This design comes from an exercise in tuning for small area on the open sky130 flow, not from production work.
Only simulation tests tie the RTL to the original design; equivalence was not proved.
The flow treats the clock pin as an ideal source, which a real chip does not have.
Power figures rest on the tool's default switching activity, not on a simulated workload.

==> flow/design.v <==
module VectorAccumulate #(
    parameter vector_length = 7,
    parameter data_width = 16
) (
    input wire clk,
    input wire [vector_length*data_width-1: 0] vector_in,
    output wire [data_width+$clog2(vector_length)-1: 0] vector_sum
);
reg [23:0] r1;
reg [18:0] r2;
reg [18:0] r3;
wire n1 = vector_in[0] ^ vector_in[16] ^ vector_in[32];
wire n2 = (vector_in[0] & vector_in[16]) | (vector_in[0] & vector_in[32]) | (vector_in[16] & vector_in[32]);
wire n3 = vector_in[48] ^ vector_in[64] ^ vector_in[80];
wire n4 = (vector_in[48] & vector_in[64]) | (vector_in[48] & vector_in[80]) | (vector_in[64] & vector_in[80]);
wire n5 = vector_in[96] ^ n1 ^ n3;
wire n6 = (vector_in[96] & n1) | (vector_in[96] & n3) | (n1 & n3);
wire n7 = vector_in[1] ^ vector_in[17] ^ vector_in[33];
wire n8 = (vector_in[1] & vector_in[17]) | (vector_in[1] & vector_in[33]) | (vector_in[17] & vector_in[33]);
wire n9 = vector_in[49] ^ vector_in[65] ^ vector_in[81];
wire n10 = (vector_in[49] & vector_in[65]) | (vector_in[49] & vector_in[81]) | (vector_in[65] & vector_in[81]);
wire n11 = vector_in[97] ^ n2 ^ n4;
wire n12 = (vector_in[97] & n2) | (vector_in[97] & n4) | (n2 & n4);
wire n13 = n7 ^ n9 ^ n6;
wire n14 = (n7 & n9) | (n7 & n6) | (n9 & n6);
wire n15 = n11 ^ n13;
wire n16 = n11 & n13;
wire n17 = vector_in[2] ^ vector_in[18] ^ vector_in[34];
wire n18 = (vector_in[2] & vector_in[18]) | (vector_in[2] & vector_in[34]) | (vector_in[18] & vector_in[34]);
wire n19 = vector_in[50] ^ vector_in[66] ^ vector_in[82];
wire n20 = (vector_in[50] & vector_in[66]) | (vector_in[50] & vector_in[82]) | (vector_in[66] & vector_in[82]);
wire n21 = vector_in[98] ^ n8 ^ n10;
wire n22 = (vector_in[98] & n8) | (vector_in[98] & n10) | (n8 & n10);
wire n23 = n17 ^ n19 ^ n12;
wire n24 = (n17 & n19) | (n17 & n12) | (n19 & n12);
wire n25 = n21 ^ n23 ^ n14;
wire n26 = (n21 & n23) | (n21 & n14) | (n23 & n14);
wire n27 = n16 ^ n25;
wire n28 = n16 & n25;
wire n29 = vector_in[3] ^ vector_in[19] ^ vector_in[35];
wire n30 = (vector_in[3] & vector_in[19]) | (vector_in[3] & vector_in[35]) | (vector_in[19] & vector_in[35]);
wire n31 = vector_in[51] ^ vector_in[67] ^ vector_in[83];
wire n32 = (vector_in[51] & vector_in[67]) | (vector_in[51] & vector_in[83]) | (vector_in[67] & vector_in[83]);
wire n33 = vector_in[99] ^ n18 ^ n20;
wire n34 = (vector_in[99] & n18) | (vector_in[99] & n20) | (n18 & n20);
wire n35 = n29 ^ n31 ^ n22;
wire n36 = (n29 & n31) | (n29 & n22) | (n31 & n22);
wire n37 = n33 ^ n24 ^ n35;
wire n38 = (n33 & n24) | (n33 & n35) | (n24 & n35);
wire n39 = n26 ^ n37 ^ n28;
wire n40 = (n26 & n37) | (n26 & n28) | (n37 & n28);
wire n41 = vector_in[4] ^ vector_in[20] ^ vector_in[36];
wire n42 = (vector_in[4] & vector_in[20]) | (vector_in[4] & vector_in[36]) | (vector_in[20] & vector_in[36]);
wire n43 = vector_in[52] ^ vector_in[68] ^ vector_in[84];
wire n44 = (vector_in[52] & vector_in[68]) | (vector_in[52] & vector_in[84]) | (vector_in[68] & vector_in[84]);
wire n45 = vector_in[100] ^ n30 ^ n32;
wire n46 = (vector_in[100] & n30) | (vector_in[100] & n32) | (n30 & n32);
wire n47 = n41 ^ n43 ^ n34;
wire n48 = (n41 & n43) | (n41 & n34) | (n43 & n34);
wire n49 = n45 ^ n36 ^ n47;
wire n50 = (n45 & n36) | (n45 & n47) | (n36 & n47);
wire n51 = n38 ^ n49 ^ n40;
wire n52 = (n38 & n49) | (n38 & n40) | (n49 & n40);
wire n53 = vector_in[5] ^ vector_in[21] ^ vector_in[37];
wire n54 = (vector_in[5] & vector_in[21]) | (vector_in[5] & vector_in[37]) | (vector_in[21] & vector_in[37]);
wire n55 = vector_in[53] ^ vector_in[69] ^ vector_in[85];
wire n56 = (vector_in[53] & vector_in[69]) | (vector_in[53] & vector_in[85]) | (vector_in[69] & vector_in[85]);
wire n57 = vector_in[101] ^ n42 ^ n44;
wire n58 = (vector_in[101] & n42) | (vector_in[101] & n44) | (n42 & n44);
wire n59 = n53 ^ n55 ^ n46;
wire n60 = (n53 & n55) | (n53 & n46) | (n55 & n46);
wire n61 = n57 ^ n48 ^ n59;
wire n62 = (n57 & n48) | (n57 & n59) | (n48 & n59);
wire n63 = n50 ^ n61 ^ n52;
wire n64 = (n50 & n61) | (n50 & n52) | (n61 & n52);
wire n65 = vector_in[6] ^ vector_in[22] ^ vector_in[38];
wire n66 = (vector_in[6] & vector_in[22]) | (vector_in[6] & vector_in[38]) | (vector_in[22] & vector_in[38]);
wire n67 = vector_in[54] ^ vector_in[70] ^ vector_in[86];
wire n68 = (vector_in[54] & vector_in[70]) | (vector_in[54] & vector_in[86]) | (vector_in[70] & vector_in[86]);
wire n69 = vector_in[102] ^ n54 ^ n56;
wire n70 = (vector_in[102] & n54) | (vector_in[102] & n56) | (n54 & n56);
wire n71 = n65 ^ n67 ^ n58;
wire n72 = (n65 & n67) | (n65 & n58) | (n67 & n58);
wire n73 = n69 ^ n60 ^ n71;
wire n74 = (n69 & n60) | (n69 & n71) | (n60 & n71);
wire n75 = vector_in[7] ^ vector_in[23] ^ vector_in[39];
wire n76 = (vector_in[7] & vector_in[23]) | (vector_in[7] & vector_in[39]) | (vector_in[23] & vector_in[39]);
wire n77 = vector_in[55] ^ vector_in[71] ^ vector_in[87];
wire n78 = (vector_in[55] & vector_in[71]) | (vector_in[55] & vector_in[87]) | (vector_in[71] & vector_in[87]);
wire n79 = vector_in[103] ^ n66 ^ n68;
wire n80 = (vector_in[103] & n66) | (vector_in[103] & n68) | (n66 & n68);
wire n81 = n75 ^ n77 ^ n70;
wire n82 = (n75 & n77) | (n75 & n70) | (n77 & n70);
wire n83 = n79 ^ n72 ^ n81;
wire n84 = (n79 & n72) | (n79 & n81) | (n72 & n81);
wire n85 = n74 ^ n83;
wire n86 = n74 & n83;
wire n87 = vector_in[8] ^ vector_in[24] ^ vector_in[40];
wire n88 = (vector_in[8] & vector_in[24]) | (vector_in[8] & vector_in[40]) | (vector_in[24] & vector_in[40]);
wire n89 = vector_in[56] ^ vector_in[72] ^ vector_in[88];
wire n90 = (vector_in[56] & vector_in[72]) | (vector_in[56] & vector_in[88]) | (vector_in[72] & vector_in[88]);
wire n91 = vector_in[104] ^ n76 ^ n78;
wire n92 = (vector_in[104] & n76) | (vector_in[104] & n78) | (n76 & n78);
wire n93 = n87 ^ n89 ^ n80;
wire n94 = (n87 & n89) | (n87 & n80) | (n89 & n80);
wire n95 = n91 ^ n82 ^ n93;
wire n96 = (n91 & n82) | (n91 & n93) | (n82 & n93);
wire n97 = n84 ^ n95 ^ n86;
wire n98 = (n84 & n95) | (n84 & n86) | (n95 & n86);
wire n99 = vector_in[9] ^ vector_in[25] ^ vector_in[41];
wire n100 = (vector_in[9] & vector_in[25]) | (vector_in[9] & vector_in[41]) | (vector_in[25] & vector_in[41]);
wire n101 = vector_in[57] ^ vector_in[73] ^ vector_in[89];
wire n102 = (vector_in[57] & vector_in[73]) | (vector_in[57] & vector_in[89]) | (vector_in[73] & vector_in[89]);
wire n103 = vector_in[105] ^ n88 ^ n90;
wire n104 = (vector_in[105] & n88) | (vector_in[105] & n90) | (n88 & n90);
wire n105 = n99 ^ n101 ^ n92;
wire n106 = (n99 & n101) | (n99 & n92) | (n101 & n92);
wire n107 = n103 ^ n94 ^ n105;
wire n108 = (n103 & n94) | (n103 & n105) | (n94 & n105);
wire n109 = n96 ^ n107 ^ n98;
wire n110 = (n96 & n107) | (n96 & n98) | (n107 & n98);
wire n111 = vector_in[10] ^ vector_in[26] ^ vector_in[42];
wire n112 = (vector_in[10] & vector_in[26]) | (vector_in[10] & vector_in[42]) | (vector_in[26] & vector_in[42]);
wire n113 = vector_in[58] ^ vector_in[74] ^ vector_in[90];
wire n114 = (vector_in[58] & vector_in[74]) | (vector_in[58] & vector_in[90]) | (vector_in[74] & vector_in[90]);
wire n115 = vector_in[106] ^ n100 ^ n102;
wire n116 = (vector_in[106] & n100) | (vector_in[106] & n102) | (n100 & n102);
wire n117 = n111 ^ n113 ^ n104;
wire n118 = (n111 & n113) | (n111 & n104) | (n113 & n104);
wire n119 = n115 ^ n106 ^ n117;
wire n120 = (n115 & n106) | (n115 & n117) | (n106 & n117);
wire n121 = n108 ^ n119 ^ n110;
wire n122 = (n108 & n119) | (n108 & n110) | (n119 & n110);
wire n123 = vector_in[11] ^ vector_in[27] ^ vector_in[43];
wire n124 = (vector_in[11] & vector_in[27]) | (vector_in[11] & vector_in[43]) | (vector_in[27] & vector_in[43]);
wire n125 = vector_in[59] ^ vector_in[75] ^ vector_in[91];
wire n126 = (vector_in[59] & vector_in[75]) | (vector_in[59] & vector_in[91]) | (vector_in[75] & vector_in[91]);
wire n127 = vector_in[107] ^ n112 ^ n114;
wire n128 = (vector_in[107] & n112) | (vector_in[107] & n114) | (n112 & n114);
wire n129 = n123 ^ n125 ^ n116;
wire n130 = (n123 & n125) | (n123 & n116) | (n125 & n116);
wire n131 = n127 ^ n118 ^ n129;
wire n132 = (n127 & n118) | (n127 & n129) | (n118 & n129);
wire n133 = vector_in[12] ^ vector_in[28] ^ vector_in[44];
wire n134 = (vector_in[12] & vector_in[28]) | (vector_in[12] & vector_in[44]) | (vector_in[28] & vector_in[44]);
wire n135 = vector_in[60] ^ vector_in[76] ^ vector_in[92];
wire n136 = (vector_in[60] & vector_in[76]) | (vector_in[60] & vector_in[92]) | (vector_in[76] & vector_in[92]);
wire n137 = vector_in[108] ^ n124 ^ n126;
wire n138 = (vector_in[108] & n124) | (vector_in[108] & n126) | (n124 & n126);
wire n139 = n133 ^ n135 ^ n128;
wire n140 = (n133 & n135) | (n133 & n128) | (n135 & n128);
wire n141 = n137 ^ n130 ^ n139;
wire n142 = (n137 & n130) | (n137 & n139) | (n130 & n139);
wire n143 = n132 ^ n141;
wire n144 = n132 & n141;
wire n145 = vector_in[13] ^ vector_in[29] ^ vector_in[45];
wire n146 = (vector_in[13] & vector_in[29]) | (vector_in[13] & vector_in[45]) | (vector_in[29] & vector_in[45]);
wire n147 = vector_in[61] ^ vector_in[77] ^ vector_in[93];
wire n148 = (vector_in[61] & vector_in[77]) | (vector_in[61] & vector_in[93]) | (vector_in[77] & vector_in[93]);
wire n149 = vector_in[109] ^ n134 ^ n136;
wire n150 = (vector_in[109] & n134) | (vector_in[109] & n136) | (n134 & n136);
wire n151 = n145 ^ n147 ^ n138;
wire n152 = (n145 & n147) | (n145 & n138) | (n147 & n138);
wire n153 = n149 ^ n140 ^ n151;
wire n154 = (n149 & n140) | (n149 & n151) | (n140 & n151);
wire n155 = n142 ^ n153 ^ n144;
wire n156 = (n142 & n153) | (n142 & n144) | (n153 & n144);
wire n157 = vector_in[14] ^ vector_in[30] ^ vector_in[46];
wire n158 = (vector_in[14] & vector_in[30]) | (vector_in[14] & vector_in[46]) | (vector_in[30] & vector_in[46]);
wire n159 = vector_in[62] ^ vector_in[78] ^ vector_in[94];
wire n160 = (vector_in[62] & vector_in[78]) | (vector_in[62] & vector_in[94]) | (vector_in[78] & vector_in[94]);
wire n161 = vector_in[110] ^ n146 ^ n148;
wire n162 = (vector_in[110] & n146) | (vector_in[110] & n148) | (n146 & n148);
wire n163 = n157 ^ n159 ^ n150;
wire n164 = (n157 & n159) | (n157 & n150) | (n159 & n150);
wire n165 = n161 ^ n152 ^ n163;
wire n166 = (n161 & n152) | (n161 & n163) | (n152 & n163);
wire n167 = n154 ^ n165 ^ n156;
wire n168 = (n154 & n165) | (n154 & n156) | (n165 & n156);
wire n169 = vector_in[15] ^ vector_in[31] ^ vector_in[47];
wire n170 = (vector_in[15] & vector_in[31]) | (vector_in[15] & vector_in[47]) | (vector_in[31] & vector_in[47]);
wire n171 = vector_in[63] ^ vector_in[79] ^ vector_in[95];
wire n172 = (vector_in[63] & vector_in[79]) | (vector_in[63] & vector_in[95]) | (vector_in[79] & vector_in[95]);
wire n173 = vector_in[111] ^ n158 ^ n160;
wire n174 = (vector_in[111] & n158) | (vector_in[111] & n160) | (n158 & n160);
wire n175 = n169 ^ n171 ^ n162;
wire n176 = (n169 & n171) | (n169 & n162) | (n171 & n162);
wire n177 = n173 ^ n164 ^ n175;
wire n178 = (n173 & n164) | (n173 & n175) | (n164 & n175);
wire n179 = n166 ^ n177 ^ n168;
wire n180 = (n166 & n177) | (n166 & n168) | (n177 & n168);
wire n181 = n170 ^ n172 ^ n174;
wire n182 = (n170 & n172) | (n170 & n174) | (n172 & n174);
wire n183 = n176 ^ n181 ^ n178;
wire n184 = (n176 & n181) | (n176 & n178) | (n181 & n178);
always @(posedge clk) begin
    r1[0] <= n5;
    r1[1] <= n15;
    r1[2] <= n27;
    r1[3] <= n39;
    r1[4] <= n51;
    r1[5] <= n63;
    r1[6] <= n62;
    r1[7] <= n73;
    r1[8] <= n64;
    r1[9] <= n85;
    r1[10] <= n97;
    r1[11] <= n109;
    r1[12] <= n121;
    r1[13] <= n120;
    r1[14] <= n131;
    r1[15] <= n122;
    r1[16] <= n143;
    r1[17] <= n155;
    r1[18] <= n167;
    r1[19] <= n179;
    r1[20] <= n183;
    r1[21] <= n180;
    r1[22] <= n182;
    r1[23] <= n184;
end
wire n185 = r1[6] ^ r1[7] ^ r1[8];
wire n186 = (r1[6] & r1[7]) | (r1[6] & r1[8]) | (r1[7] & r1[8]);
wire n187 = r1[9] ^ n186;
wire n188 = r1[9] & n186;
wire n189 = r1[10] ^ n188;
wire n190 = r1[10] & n188;
wire n191 = r1[11] ^ n190;
wire n192 = r1[11] & n190;
wire n193 = r1[12] ^ n192;
wire n194 = r1[12] & n192;
wire n195 = r1[13] ^ r1[14] ^ r1[15];
wire n196 = (r1[13] & r1[14]) | (r1[13] & r1[15]) | (r1[14] & r1[15]);
wire n197 = n195 ^ n194;
wire n198 = n195 & n194;
wire n199 = r1[16] ^ n196 ^ n198;
wire n200 = (r1[16] & n196) | (r1[16] & n198) | (n196 & n198);
wire n201 = r1[17] ^ n200;
wire n202 = r1[17] & n200;
wire n203 = r1[18] ^ n202;
wire n204 = r1[18] & n202;
wire n205 = r1[19] ^ n204;
wire n206 = r1[19] & n204;
wire n207 = r1[20] ^ r1[21] ^ n206;
wire n208 = (r1[20] & r1[21]) | (r1[20] & n206) | (r1[21] & n206);
wire n209 = r1[22] ^ r1[23] ^ n208;
wire n210 = (r1[22] & r1[23]) | (r1[22] & n208) | (r1[23] & n208);
always @(posedge clk) begin
    r2[0] <= r1[0];
    r2[1] <= r1[1];
    r2[2] <= r1[2];
    r2[3] <= r1[3];
    r2[4] <= r1[4];
    r2[5] <= r1[5];
    r2[6] <= n185;
    r2[7] <= n187;
    r2[8] <= n189;
    r2[9] <= n191;
    r2[10] <= n193;
    r2[11] <= n197;
    r2[12] <= n199;
    r2[13] <= n201;
    r2[14] <= n203;
    r2[15] <= n205;
    r2[16] <= n207;
    r2[17] <= n209;
    r2[18] <= n210;
end
always @(posedge clk) begin
    r3[0] <= r2[0];
    r3[1] <= r2[1];
    r3[2] <= r2[2];
    r3[3] <= r2[3];
    r3[4] <= r2[4];
    r3[5] <= r2[5];
    r3[6] <= r2[6];
    r3[7] <= r2[7];
    r3[8] <= r2[8];
    r3[9] <= r2[9];
    r3[10] <= r2[10];
    r3[11] <= r2[11];
    r3[12] <= r2[12];
    r3[13] <= r2[13];
    r3[14] <= r2[14];
    r3[15] <= r2[15];
    r3[16] <= r2[16];
    r3[17] <= r2[17];
    r3[18] <= r2[18];
end
assign vector_sum = {r3[18], r3[17], r3[16], r3[15], r3[14], r3[13], r3[12], r3[11], r3[10], r3[9], r3[8], r3[7], r3[6], r3[5], r3[4], r3[3], r3[2], r3[1], r3[0]};
endmodule
==> flow/flow/run.sh <==
#!/bin/bash
# The standard layout (standard.sh) with these changes to how it is made:
#  - Yosys's synth runs without its early "abc -fast" pass (-noabc), so that extract_fa
#    finds the design's full and half adders in their plain form and maps them to
#    fa/ha cells without inverters on their pins;
#  - every input and output port still gets a buffer, but a buf_1 rather than the
#    delay-buffer cell buffer_ports picks by default;
#  - clock tree synthesis uses clkbuf_4 buffers and no dummy loads.
# standard.sh's make output goes to standard.log; ORFS writes each step's log under orfs/logs.
set -euo pipefail
export SYNTH_ARGS="-noabc"
export BUFFER_PORTS_ARGS="-buffer_cell sky130_fd_sc_hd__buf_1"
export CTS_ARGS="-sink_clustering_enable -repair_clock_nets -dont_use_dummy_load -buf_list sky130_fd_sc_hd__clkbuf_4 -root_buf sky130_fd_sc_hd__clkbuf_4"
bash standard.sh > standard.log 2>&1
==> flow/standard.sh <==
#!/bin/bash
# synth_recipe.tcl (not shown) runs the flow's synth.tcl, then flattens the netlist and writes it again
# the make line also repeats each setting of config.mk as NAME=value (left out here)
make -C /OpenROAD-flow-scripts/flow DESIGN_CONFIG=/design/flow/config.mk WORK_HOME=/design/flow/orfs CLKGATE_MAP_FILE= SYNTH_SCRIPT=/design/flow/synth_recipe.tcl "${@:-finish}"
==> flow/config.mk <==
export PLATFORM = sky130hd
export DESIGN_NAME = VectorAccumulate
export DESIGN_NICKNAME = VectorAccumulate
export VERILOG_FILES = /design/flow/design.v
export SDC_FILE = /design/flow/constraint.sdc
export NUM_CORES = 4
export LEC_CHECK = 0
export CAP_MARGIN = 20
export CORE_MARGIN = 2
export CORE_UTILIZATION = 40
export SLEW_MARGIN = 20
==> flow/constraint.sdc <==
create_clock -name core_clock -period 4.0 [get_ports {clk}]
set_input_delay 0.8000 -clock core_clock [delete_from_list [all_inputs] [get_ports {clk}]]
set_output_delay 0.8000 -clock core_clock [all_outputs]
set_load 0.01 [all_outputs]
==> results of run 1 <==
through the flow:
step / hold slack, ns / util / instance area [µm²] / worst slack [ns] / std cells
4_1_cts: 0.296 / 0.512 / 4000 / 0.249 / 409
6_report: 0.294 / 0.512 / 4000 / 0.228 / 409
2_1_floorplan: 0.310 / - / 3310 / -0.0129 / 167
3_5_place_dp: 0.312 / 0.503 / 3930 / -0.199 / 400
3_3_place_gp: 0.310 / 0.503 / 3930 / -0.163 / 400
5_1_grt: 0.294 / 0.512 / 4000 / 0.154 / 409
cell type report:
class	count	area, µm²	share of cell area
multi-input combinational	105	2070	0.518
sequential	62	1240	0.310
clock buffer	9	67.6	0.0169
timing repair buffer	131	492	0.123
tap	102	128	0.0319
state kept, by name, indices dropped and copies added (netlist names):
name and flops:
r1 24, r2 19, r3 19
cell families (layout without fill, tap and decap cells):
group,Yosys count,after routing,share of synthesized area
flip-flops,62,62,0.382
adder cells (fa/ha/maj),105,105,0.618
buffers and inverters,0,140,0
cells in the mapped netlist:
library cell / count / share of area
dfxtp_1: 62 / 0.38
fa_1: 93 / 0.57
ha_1: 12 / 0.046
where the power goes:
group	total [mW]	switching (mW)	internal [mW]
registers	1.06	0.0869	0.969
logic	0.919	0.475	0.444
clock network	0.278	0.173	0.104
total	2.25	0.736	1.52
critical path, cell delays in order:
cell	delay (ns)
buf_1	0.12
fa_2	0.47
fa_2	0.39
fa_2	0.40
fa_1	0.48
ha_2	0.20
fa_2	0.36
fa_2	0.37
fa_1	0.44
worst min-delay path by stage:
stage	endpoint	from	slack, ns
detailed placement	r3[10]	r2[10]	0.31
global placement	r3[9]	r2[9]	0.31
global route	r3[10]	r2[10]	0.29
CTS	r3[10]	r2[10]	0.30
floorplan	r2[0]	r1[0]	0.31
finish	r3[10]	r2[10]	0.29
metal layers:
metal,vias up,share of wire
met2,95,0.50
li1,797,-
met4,0,0.018
met3,7,0.10
met5,-,0
met1,851,0.38
==> results.sh, run 1 <==
export IMPL_worstPathRequired_ns=4.27
export IMPL_htree_num_levels=3
export IMPL_die_area_um2=8870
export IMPL_synthCells=167
export IMPL_hpwl_um=4330
export IMPL_gp_congestion=0.698
export IMPL_clock_insertion_delay_worst_skew_ns=0.38
export IMPL_die_y_um=94.2
export IMPL_fin_nets=527
export IMPL_grt_pass1_wl_um=8230
export IMPL_cts_sinks=62
export IMPL_final_common_cell="buf_1"
export IMPL_syn_area_per_cell_um2=19.5
export IMPL_critPathKind="input pin to flop"
export IMPL_setup_viol=0
export IMPL_antenna_found_initial=0
export IMPL_cts_root_buf="clkbuf_4"
export IMPL_initial_utilization=0.417
export IMPL_dieWidth_um=94.2
export IMPL_r2r_slack_ns=0.46
export IMPL_yosysSeqAreaShare=0.382
export IMPL_crit_fanout=1
export IMPL_reg2reg_from="r1[6]"
export IMPL_crit_start="vector_in[16]"
export IMPL_fillCellCount=674
export IMPL_p_leak_nw=1.48
export IMPL_finalWirelength_um=4650
export IMPL_core_um2=7810
export IMPL_drv_slew=0
export IMPL_end_kind="flop"
export IMPL_antennaDiodeCount=0
export IMPL_worstMarginPinSlew_ns=0.190
export IMPL_fin_total_pwr_mw=2.25
export IMPL_hold_path_class="flop to flop"
export IMPL_rows=32
export IMPL_grt_busiest_layer="met2"
export IMPL_grt_max_degree=11
export IMPL_clock_fmax_mhz=265
export IMPL_startpoint_type="input pin"
export IMPL_final_cell_mix="buf_1, fa_1, dfxtp_1"
export IMPL_synth_distinct_cells=3
export IMPL_grt_remaining_overflow=0
export IMPL_layout_drive_gt1_share=0.104
export IMPL_io_buffers=131
export IMPL_max_cap_violations=0
export IMPL_relSlewSlack=0.874
export IMPL_fin_crit_ns=3.77
export IMPL_met2_usage=0.210
export IMPL_cts_setup_buffers=0
export IMPL_syn_num_nets=385
export IMPL_synth_warnings=1
export IMPL_syn2layout_area_growth_pct=22.9
export IMPL_setup_tns_ns=0
export IMPL_vias=1750
export IMPL_remaining_drc_errors=0
export IMPL_viasPerCell=4.28
export IMPL_syn_cell_area_um2=3250
export IMPL_arrival_ns=4.04
export IMPL_crit_end="r1[5]"
export IMPL_outcome="no timing/DRC/antenna violations"
export IMPL_ir_drop_mv=0.185
export IMPL_use_met1=0.142
export IMPL_p_per_area_nw_per_um2=564
export IMPL_wl_per_cell_um=11.4
export IMPL_grt_pass1_vias=2042
export IMPL_cts_made_buffers=9
export IMPL_postRouteAntennaNets=0
export IMPL_ctsHoldBuffers=0
export IMPL_holdPathStages=0
export IMPL_post_cts_resized=0
export IMPL_skew_ns=0.0303
export IMPL_synth_ff_latch_count=62
export IMPL_r2r_cells=12
export IMPL_rsz0062_at_grt="false"
export IMPL_fin_crit_sh=0.943
export IMPL_ios=132
export IMPL_hold_viol=0
export IMPL_grt_usage=0.124
export IMPL_cts_tree="yes"
export IMPL_r2r_end="r2[17]"
export IMPL_firstDrtPassIters=4
export IMPL_cts_clk_slew_worst_paths_ns=0.09
export IMPL_cts_buffer_depth=2
export IMPL_drt_iter0_drc=16
export IMPL_use_met3=0.0393
==> run 2, diff against run 1 <==
--- a/flow/flow/run.sh
+++ b/flow/flow/run.sh
@@ -11,2 +11,3 @@
 export SYNTH_ARGS="-noabc"
+export REMOVE_ABC_BUFFERS=1
 export BUFFER_PORTS_ARGS="-buffer_cell sky130_fd_sc_hd__buf_1"
==> run 2 against run 1 <==
Net effect: die area is the same; register-to-register slack is essentially flat; count of clock-buffer cells in the layout is the same; fmax shrank 4.1%; utilization shrank 0.35 points; synthesized cell count is the same; critical path type unchanged.
==> results.sh, run 2 <==
export IMPL_max_stage_delay_ns=0.56
export IMPL_die_area_um2=8870
export IMPL_max_cap_violations=0
export IMPL_synth_fa_ha_area_frac=0.618
export IMPL_grt_max_degree=13
export IMPL_synth_warnings=1
export IMPL_synthXorXnorAreaFrac=0
export IMPL_largest_register_ffs=24
export IMPL_synth_ff_type="dfxtp_1"
export IMPL_holdPathStages=0
export IMPL_worstMarginPinSlew_ns=0.196
export IMPL_synth_distinct_cells=3
export IMPL_arrival_ns=4.18
export IMPL_synth_compound_area_frac=0
export IMPL_final_cell_mix="buf_1, fa_1, dfxtp_1"
export IMPL_crit_top_cell="fa_1"
export IMPL_cts_clk_slew_worst_paths_ns=0.10
export IMPL_p_comb_frac=0.413
export IMPL_synth_ff_latch_count=62
export IMPL_syn2layout_area_growth_pct=22.0
export IMPL_cts_tree="yes"
export IMPL_p_per_area_nw_per_um2=570
export IMPL_crit_fanout=1
export IMPL_skew_ns=0.0261
export IMPL_rows=32
export IMPL_postRouteAntennaNets=0
export IMPL_worstPathCellList="buf_1 > fa_1 > fa_2 > fa_1 > fa_1 > ha_1 > fa_1 > fa_2 > fa_1"
export IMPL_outcome="no timing/DRC/antenna violations"
export IMPL_regMostFlops="r1"
export IMPL_seqPwrFrac=0.466
export IMPL_cts_sinks=62
export IMPL_clock_fmax_mhz=254
export IMPL_post_place_ws_ns=-0.471
export IMPL_vias=1729
export IMPL_firstDrtPassIters=4
export IMPL_power_switching_uw=745
export IMPL_synthCells=167
export IMPL_power_internal_mw=1.52
export IMPL_fillCellCount=694
export IMPL_netlist_area_leader_share=0.572
export IMPL_synthMuxAreaShare=0
export IMPL_hold_path_class="flop to flop"
export IMPL_setup_slack_ns=0.0686
export IMPL_drt_iter0_drc=20
export IMPL_p_leak_nw=1.50
export IMPL_drv_slew=0
export IMPL_cts_buffer_depth=2
export IMPL_ys_async_sr_fraction=0
export IMPL_cts_setup_buffers=0
export IMPL_yosysTopAreaCell="fa_1"
export IMPL_utilization=0.508
export IMPL_syn_area_per_cell_um2=19.5
export IMPL_ios=132
export IMPL_grt_pass1_vias=1976
export IMPL_multiInputGateArea_um2=2040
export IMPL_syn_cell_area_um2=3250
export IMPL_clock_insertion_delay_worst_skew_ns=0.39
export IMPL_rsz0062_at_grt="false"
export IMPL_synth_most_common_cell="fa_1"
export IMPL_r2r_end="r2[17]"
export IMPL_io_buffers=131
export IMPL_remaining_drc_errors=0
export IMPL_hold_viol=0
export IMPL_fin_crit_sh=0.983
export IMPL_synth_area_top_cells="fa_1, dfxtp_1, ha_1"
export IMPL_synth_edf_count=0
export IMPL_antennaDiodeCount=0
export IMPL_yosysSeqAreaShare=0.382
export IMPL_viasPerCell=4.23
export IMPL_hpwl_um=4410
export IMPL_grt_pass1_wl_um=8130
export IMPL_finalWirelength_um=4730
export IMPL_r2r_slack_ns=0.47
export IMPL_initial_utilization=0.417
export IMPL_cts_root_buf="clkbuf_4"
export IMPL_reg_top3="r1 x24, r2 x19, r3 x19"
export IMPL_crit_start="vector_in[0]"
export IMPL_crit_end="r1[5]"
export IMPL_synth_top_family_by_area="adder cells"
export IMPL_final_common_cell="buf_1"
export IMPL_ir_drop_mv=0.163
export IMPL_gp_congestion=0.676
export IMPL_p_clk_frac=0.121
export IMPL_antenna_found_initial=0
export IMPL_layout_drive_gt1_share=0.0684
export IMPL_end_kind="flop"
export IMPL_cts_made_buffers=9
export IMPL_p_sw_frac=0.330
export IMPL_fin_crit_ns=3.93
export IMPL_worstPathRequired_ns=4.25
export IMPL_relSlewSlack=0.870
export IMPL_grt_remaining_overflow=0
export IMPL_setup_viol=0
export IMPL_die_y_um=94.2
export IMPL_critPathKind="input pin to flop"
export IMPL_yosys_area_share_simple=0
export IMPL_htree_num_levels=3
export IMPL_cp_slowest_cell="fa_1"
export IMPL_dieWidth_um=94.2
export IMPL_synth_commonest_cells="fa_1, dfxtp_1, ha_1"
export IMPL_wl_per_cell_um=11.6
export IMPL_fin_nets=527
export IMPL_seq_area_um2=1240
export IMPL_r2r_cells=12
export IMPL_core_um2=7810
export IMPL_startpoint_type="input pin"
export IMPL_grt_usage=0.123
export IMPL_reg2reg_from="r1[6]"
run 2: worst min-delay path by stage:
stage | from | to
floorplan | r1[0] | r2[0]
global placement | r2[3] | r3[3]
detailed placement | r2[10] | r3[10]
CTS | r1[2] | r2[2]
global route | r1[2] | r2[2]
finish | r1[2] | r2[2]
run 2: timing repair:
action                     CTS  global route
setup endpoints to repair    1             5
cloned                       0             0
hold buffers                 0             0
gates resized for setup      2            10
run 2: final cells by class:
type                    instances  share of cell area
multi-input cells             105               0.514
flip-flops and latches         62               0.313
repair buffers                131               0.124
well taps                     102              0.0321
clock buffers                   9              0.0170
run 2: cell families after synthesis:
family	Yosys count
adders and majority gates	105
DFF	62
run 2: through the flow:
stage               cell area, µm²  total power, mW  std cells  hold WS, ns  setup TNS (ns)
finish                        3970             2.26        409        0.308               0
detailed placement            3870             2.04        400        0.312           -2.43
CTS                           3950             2.32        409        0.311               0
floorplan                     3250             1.67        167        0.310           -1.17
global route                  3970             2.54        409        0.310               0
global placement              3870             2.02        400        0.310           -2.16
run 2: critical path: cells and delay by family:
kind,cells,cell delay [ns]
adders and majority gates,8,3.29
buffers and inverters,1,0.09
run 2: layer usage:
layer | track usage | share of wire | wire [µm] | up-vias
met5 | 0 | 0 | 0 | -
met4 | 0.0568 | 0.016 | 78 | 0
met3 | 0.0393 | 0.066 | 314 | 6
met2 | 0.196 | 0.51 | 2390 | 73
met1 | 0.152 | 0.41 | 1940 | 852
li1 | - | - | - | 798
run 2: power groups by stage:
stage               Combinational [mW]  Clock [mW]  Sequential, mW
floorplan                        0.561           0            1.11
CTS                              0.968       0.292            1.06
global placement                 0.948           0            1.07
global route                      1.13       0.315            1.09
finish                           0.935       0.273            1.05
detailed placement               0.963           0            1.07
==> run 3, diff against run 2 <==
--- a/flow/flow/run.sh
+++ b/flow/flow/run.sh
@@ -5,2 +5,6 @@
 #    fa/ha cells without inverters on their pins;
+#  - the floorplan step skips its pre-placement timing repair (REMOVE_ABC_BUFFERS=1; the
+#    netlist has no abc buffers to remove). That repair sees ideal clocks and no wires and
+#    upsizes adders that the later, propagated-clock repairs after CTS and global routing
+#    find they do not need;
 #  - every input and output port still gets a buffer, but a buf_1 rather than the
==> run 3 against run 2 <==
Net effect: still clean on timing, DRC and antenna; largest power group unchanged; combinational power about the same; largest cell class unchanged; sequential power about the same; die area did not move.
==> results.sh, run 3 <==
export IMPL_outcome="no timing/DRC/antenna violations"
export IMPL_relSlewSlack=0.870
export IMPL_startpoint_type="input pin"
export IMPL_hold_viol=0
export IMPL_synth_ff_type="dfxtp_1"
export IMPL_p_per_area_nw_per_um2=570
export IMPL_r2r_slack_ns=0.47
export IMPL_cts_made_buffers=9
export IMPL_setup_slack_ns=0.0686
export IMPL_syn_area_per_cell_um2=19.5
export IMPL_reg2reg_from="r1[6]"
export IMPL_die_area_um2=8870
export IMPL_cts_setup_buffers=0
export IMPL_holdPathStages=0
export IMPL_grt_remaining_overflow=0
export IMPL_reg_top3="r1 x24, r2 x19, r3 x19"
export IMPL_yosysSeqAreaShare=0.382
export IMPL_grt_max_degree=13
export IMPL_worstPathRequired_ns=4.25
export IMPL_clock_insertion_delay_worst_skew_ns=0.39
export IMPL_final_cell_mix="buf_1, fa_1, dfxtp_1"
export IMPL_synth_commonest_cells="fa_1, dfxtp_1, ha_1"
export IMPL_io_buffers=131
export IMPL_antenna_found_initial=0
export IMPL_cts_buffer_depth=2
export IMPL_max_cap_violations=0
export IMPL_synthCells=167
export IMPL_setup_viol=0
export IMPL_ios=132
export IMPL_fin_total_pwr_mw=2.26
export IMPL_htree_num_levels=3
export IMPL_clock_fmax_mhz=254
export IMPL_synth_warnings=1
export IMPL_initial_utilization=0.417
export IMPL_grt_pass1_vias=1976
export IMPL_fin_crit_ns=3.93
export IMPL_grt_usage=0.123
export IMPL_wl_met3_um=314
export IMPL_vias=1729
export IMPL_finalWirelength_um=4730
export IMPL_synth_most_common_cell="fa_1"
export IMPL_critPathKind="input pin to flop"
export IMPL_r2r_cells=12
export IMPL_min_from="r1[2]"
export IMPL_syn_cell_area_um2=3250
export IMPL_fillCellCount=694
export IMPL_hpwl_um=4410
export IMPL_gp_congestion=0.676
export IMPL_antennaDiodeCount=0
export IMPL_cts_tree="yes"
export IMPL_dieWidth_um=94.2
export IMPL_skew_ns=0.0261
export IMPL_cts_root_buf="clkbuf_4"
export IMPL_synth_distinct_cells=3
export IMPL_post_place_ws_ns=-0.471
export IMPL_synth_ff_latch_count=62
export IMPL_layout_drive_gt1_share=0.0684
export IMPL_fin_nets=527
export IMPL_worstMarginPinSlew_ns=0.196
export IMPL_arrival_ns=4.18
export IMPL_postRouteAntennaNets=0
export IMPL_synth_edf_count=0
export IMPL_cts_clk_slew_worst_paths_ns=0.10
export IMPL_fin_crit_sh=0.983
export IMPL_viasPerCell=4.23
export IMPL_crit_fanout=1
export IMPL_synth_area_top_cells="fa_1, dfxtp_1, ha_1"
export IMPL_end_kind="flop"
export IMPL_placed_area_um2=3870
export IMPL_r2r_end="r2[17]"
export IMPL_remaining_drc_errors=0
export IMPL_drt_iter0_drc=20
export IMPL_final_common_cell="buf_1"
export IMPL_ys_async_sr_fraction=0
export IMPL_largest_register_ffs=24
export IMPL_wl_met1_um=1940
export IMPL_crit_start="vector_in[0]"
export IMPL_die_y_um=94.2
export IMPL_hold_path_class="flop to flop"
export IMPL_rows=32
export IMPL_firstDrtPassIters=4
export IMPL_grt_pass1_wl_um=8130
export IMPL_netlist_area_leader_share=0.572
export IMPL_ir_drop_mv=0.163
export IMPL_p_leak_nw=1.50
export IMPL_whs_endpoint="r2[2]"
export IMPL_wl_per_cell_um=11.6
export IMPL_cts_sinks=62
export IMPL_highest_layer="met4"
export IMPL_syn2layout_area_growth_pct=22.0
export IMPL_setup_tns_ns=0
export IMPL_core_um2=7810
export IMPL_met2_wirelength_um=2390
export IMPL_regMostFlops="r1"
export IMPL_design_area_um2=3970
export IMPL_rsz0062_at_grt="false"
export IMPL_drv_slew=0
export IMPL_yosysTopAreaCell="fa_1"
[run 3: cell counts after synthesis]
No cell type changed its count.
[run 3: stage by stage]
step | util | std cells | hold WS, ns
after CTS | 0.505 | 409 | 0.311
after global placement | 0.496 | 400 | 0.310
after global routing | 0.508 | 409 | 0.310
after floorplan | - | 167 | 0.310
final | 0.508 | 409 | 0.308
after detailed placement | 0.496 | 400 | 0.312
[run 3: cell type report]
class / count / area [µm²] / share of cell area
multi-input combinational: 105 / 2040 / 0.514
clock buffer: 9 / 67.6 / 0.0170
sequential: 62 / 1240 / 0.313
tap: 102 / 128 / 0.0321
timing repair buffer: 131 / 492 / 0.124
[run 3: how the worst max path moves through the flow]
stage | end | slack (ns)
finish | r1[5] | 0.07
global route | r1[12] | 0.001
CTS | r1[19] | 0.0001
detailed placement | r1[5] | -0.47
global placement | r1[5] | -0.39
floorplan | r1[5] | -0.25
[run 3: timing repair]
action | 4_1_cts | 5_1_grt
endpoints found under the setup margin | 1 | 5
hold buffers | 0 | 0
pin swaps | 0 | 0
resized for setup | 2 | 10
[run 3: power breakdown]
group          switching (mW)  internal (mW)  leakage, nW  total, mW
clock                   0.169          0.104       0.0414      0.273
sequential             0.0845          0.969        0.523       1.05
combinational           0.492          0.443        0.932      0.935
total                   0.745           1.52         1.50       2.26
[run 3: kinds of logic after synthesis]
group                    synth area share
adder cells (fa/ha/maj)             0.618
flip-flops                          0.382
[run 3: per-layer routing]
metal	track usage	vias up
met5	0	-
li1	-	798
met1	0.152	852
met4	0.0568	0
met2	0.196	73
met3	0.0393	6
[run 3: critical path, cell delays in order]
cell   delay [ns]
buf_1        0.09
fa_1         0.46
fa_2         0.38
fa_1         0.56
fa_1         0.42
ha_1         0.21
fa_1         0.42
fa_2         0.38
fa_1         0.46
==> run 4, diff against run 3 <==
--- a/flow/config.mk
+++ b/flow/config.mk
@@ -9,3 +9,4 @@
 export CORE_MARGIN = 2
-export CORE_UTILIZATION = 40
+export CORE_UTILIZATION = 60
+export PLACE_DENSITY = 0.75
 export SLEW_MARGIN = 20
==> run 4 against run 3 <==
Net effect: still clean on timing, DRC and antenna; global-route usage grew 6.7 points; critical path depth is the same; area after synthesis stayed put; first-iteration DRC count did not move; non-clock buffer count unchanged; via count grew 3.1%.
==> results.sh, run 4 <==
export IMPL_outcome="no timing/DRC/antenna violations"
export IMPL_seqPwrFrac=0.464
export IMPL_synth_most_common_cell="fa_1"
export IMPL_p_sw_frac=0.329
export IMPL_crit_fanout=1
export IMPL_synth_edf_count=0
export IMPL_synth_ff_latch_count=62
export IMPL_p_per_area_nw_per_um2=577
export IMPL_clock_fmax_mhz=256
export IMPL_syn_area_per_cell_um2=19.5
export IMPL_worstPathCellList="buf_1 > fa_1 > fa_2 > fa_1 > fa_1 > ha_1 > fa_2 > fa_2 > fa_1"
export IMPL_syn_cell_area_um2=3250
export IMPL_wl_per_cell_um=13.0
export IMPL_cts_root_buf="clkbuf_4"
export IMPL_antenna_found_initial=0
export IMPL_cts_clk_slew_worst_paths_ns=0.08
export IMPL_crit_buf_inv=1
export IMPL_max_stage_delay_ns=0.56
export IMPL_arrival_ns=4.14
export IMPL_vias=1782
export IMPL_hold_path_class="flop to flop"
export IMPL_critPathKind="input pin to flop"
export IMPL_dp_cells=368
export IMPL_hold_ws_ns=0.321
export IMPL_cp_slowest_cell="fa_1"
export IMPL_remaining_drc_errors=0
export IMPL_core_um2=5170
export IMPL_max_cap_violations=0
export IMPL_ir_drop_mv=0.285
export IMPL_reg_top3="r1 x24, r2 x19, r3 x19"
export IMPL_die_area_um2=6030
export IMPL_synth_distinct_cells=3
export IMPL_reg2reg_from="r1[6]"
export IMPL_r2r_cells=12
export IMPL_netlist_area_leader_share=0.572
export IMPL_synthCells=167
export IMPL_fillCellCount=342
export IMPL_dieWidth_um=77.6
export IMPL_cp_num_cells=9
export IMPL_design_area_um2=3940
export IMPL_cts_buffer_depth=2
export IMPL_synth_ff_type="dfxtp_1"
export IMPL_largest_register_ffs=24
export IMPL_drt_iter0_drc=20
export IMPL_rows=26
export IMPL_post_place_ws_ns=-0.487
export IMPL_crit_start="vector_in[10]"
export IMPL_crit_top_cell="fa_1"
export IMPL_yosysTopAreaCell="fa_1"
export IMPL_synth_warnings=1
export IMPL_crit_end="r1[19]"
export IMPL_fin_crit_sh=0.975
export IMPL_skew_ns=0.0250
export IMPL_fin_nets=527
export IMPL_die_y_um=77.6
export IMPL_seq_area_um2=1240
export IMPL_firstDrtPassIters=4
export IMPL_startpoint_type="input pin"
export IMPL_antennaDiodeCount=0
export IMPL_drv_slew=0
export IMPL_initial_utilization=0.629
export IMPL_r2r_end="r2[17]"
export IMPL_hpwl_um=4450
export IMPL_grt_pass1_wl_um=8600
export IMPL_layout_drive_gt1_share=0.0814
export IMPL_end_kind="flop"
export IMPL_grt_usage=0.190
export IMPL_worstMarginPinSlew_ns=0.196
export IMPL_ctsHoldBuffers=0
export IMPL_yosysSeqAreaShare=0.382
export IMPL_setup_slack_ns=0.100
export IMPL_p_clk_frac=0.120
export IMPL_viasPerCell=4.73
export IMPL_placed_area_um2=3830
export IMPL_htree_num_levels=3
export IMPL_setup_viol=0
export IMPL_cts_tree="yes"
export IMPL_hold_viol=0
export IMPL_grt_remaining_overflow=0
export IMPL_final_common_cell="buf_1"
export IMPL_relSlewSlack=0.870
export IMPL_finalWirelength_um=4890
export IMPL_regMostFlops="r1"
export IMPL_synth_area_top_cells="fa_1, dfxtp_1, ha_1"
export IMPL_power_internal_mw=1.53
export IMPL_p_comb_frac=0.417
export IMPL_ys_async_sr_fraction=0
export IMPL_clock_insertion_delay_worst_skew_ns=0.36
export IMPL_syn2layout_area_growth_pct=21.1
export IMPL_cts_made_buffers=9
export IMPL_rsz0062_at_grt="false"
export IMPL_fin_crit_ns=3.90
export IMPL_r2r_slack_ns=0.43
export IMPL_worstPathRequired_ns=4.24
export IMPL_grt_pass1_vias=2098
export IMPL_power_switching_uw=749
export IMPL_final_cell_mix="buf_1, fa_1, dfxtp_1"
export IMPL_grt_max_degree=10
export IMPL_p_leak_nw=1.49
export IMPL_path_delay_family="adder cells"
export IMPL_ios=132
export IMPL_fin_total_pwr_mw=2.27
export IMPL_postRouteAntennaNets=0
export IMPL_io_buffers=131
export IMPL_synth_commonest_cells="fa_1, dfxtp_1, ha_1"
export IMPL_multiInputGateArea_um2=2050
export IMPL_cts_sinks=62
export IMPL_finalNonFillerCells=377
export IMPL_gp_congestion=0.764
## run 4: metrics by stage
step	TNS, ns	util
after global placement	-2.20	0.741
after detailed placement	-2.79	0.741
after floorplan	-1.17	-
after CTS	0	0.757
after global routing	0	0.762
final	0	0.762
## run 4: worst min-delay path by stage
stage	from	endpoint	slack (ns)	cells after the start
6_report	r2[10]	r3[10]	0.32	0
5_1_grt	r2[10]	r3[10]	0.34	0
4_1_cts	r2[6]	r3[6]	0.33	0
3_5_place_dp	r2[2]	r3[2]	0.31	0
3_3_place_gp	r2[2]	r3[2]	0.31	0
2_1_floorplan	r1[0]	r2[0]	0.31	0
## run 4: what timing repair did
item / 4_1_cts / 5_1_grt
setup buffers: 0 / 0
endpoints found under the setup margin: 4 / 6
resized for setup: 7 / 9
## run 4: area by class of cell
cell class | instances | share of cell area
sequential | 62 | 0.315
timing repair buffer | 131 | 0.125
multi-input combinational | 105 | 0.521
clock buffer | 9 | 0.0171
tap | 70 | 0.0222
## run 4: kinds of logic after synthesis
family                   share of synthesized area
flip-flops                                   0.382
adder cells (fa/ha/maj)                      0.618
## run 4: layer usage
layer	vias up	GRT usage	routed length [µm]
met5	-	0	0
met4	0	0.105	133
met3	13	0.0395	237
met2	73	0.334	2880
met1	899	0.216	1640
li1	797	-	-
## run 4: power by group through the flow
stage / sequential, mW / combinational (mW) / clock, mW
3_3_place_gp: 1.07 / 0.881 / 0
5_1_grt: 1.09 / 1.14 / 0.315
6_report: 1.05 / 0.948 / 0.272
3_5_place_dp: 1.07 / 0.947 / 0
2_1_floorplan: 1.11 / 0.561 / 0
4_1_cts: 1.06 / 0.954 / 0.288

re-timing with driven ports:
In the flow no input, the clock included, has a driving cell. The finished layouts below were timed again as built, in two steps. Step 1 sets driving cells, clkbuf_16 on the clock port and buf_2 on the other inputs (assumed; they add their load-dependent delay and slew). Step 2 times the ports against the registers' clock, not the clock port: input delays grow and output delays shrink by t, the midpoint of the rising clock arrivals with the driver on. a / b / c = ideal ports / drivers / drivers and shift; a / b = the first two.
run	shift t [ns]	setup slack, ns	worst setup path at the end	worst register clock-pin slew, ns
run 1	0.392	0.228 / 0.231 / -0.162	input to register	0.09 / 0.09
run 2	0.395	0.069 / 0.070 / -0.325	input to register	0.10 / 0.10
run 3	0.395	0.069 / 0.070 / -0.325	input to register	0.10 / 0.10
run 4	0.373	0.100 / 0.103 / -0.271	input to register	0.09 / 0.09
With both steps, setup timing fails in every run listed, where it was met with ideal ports.
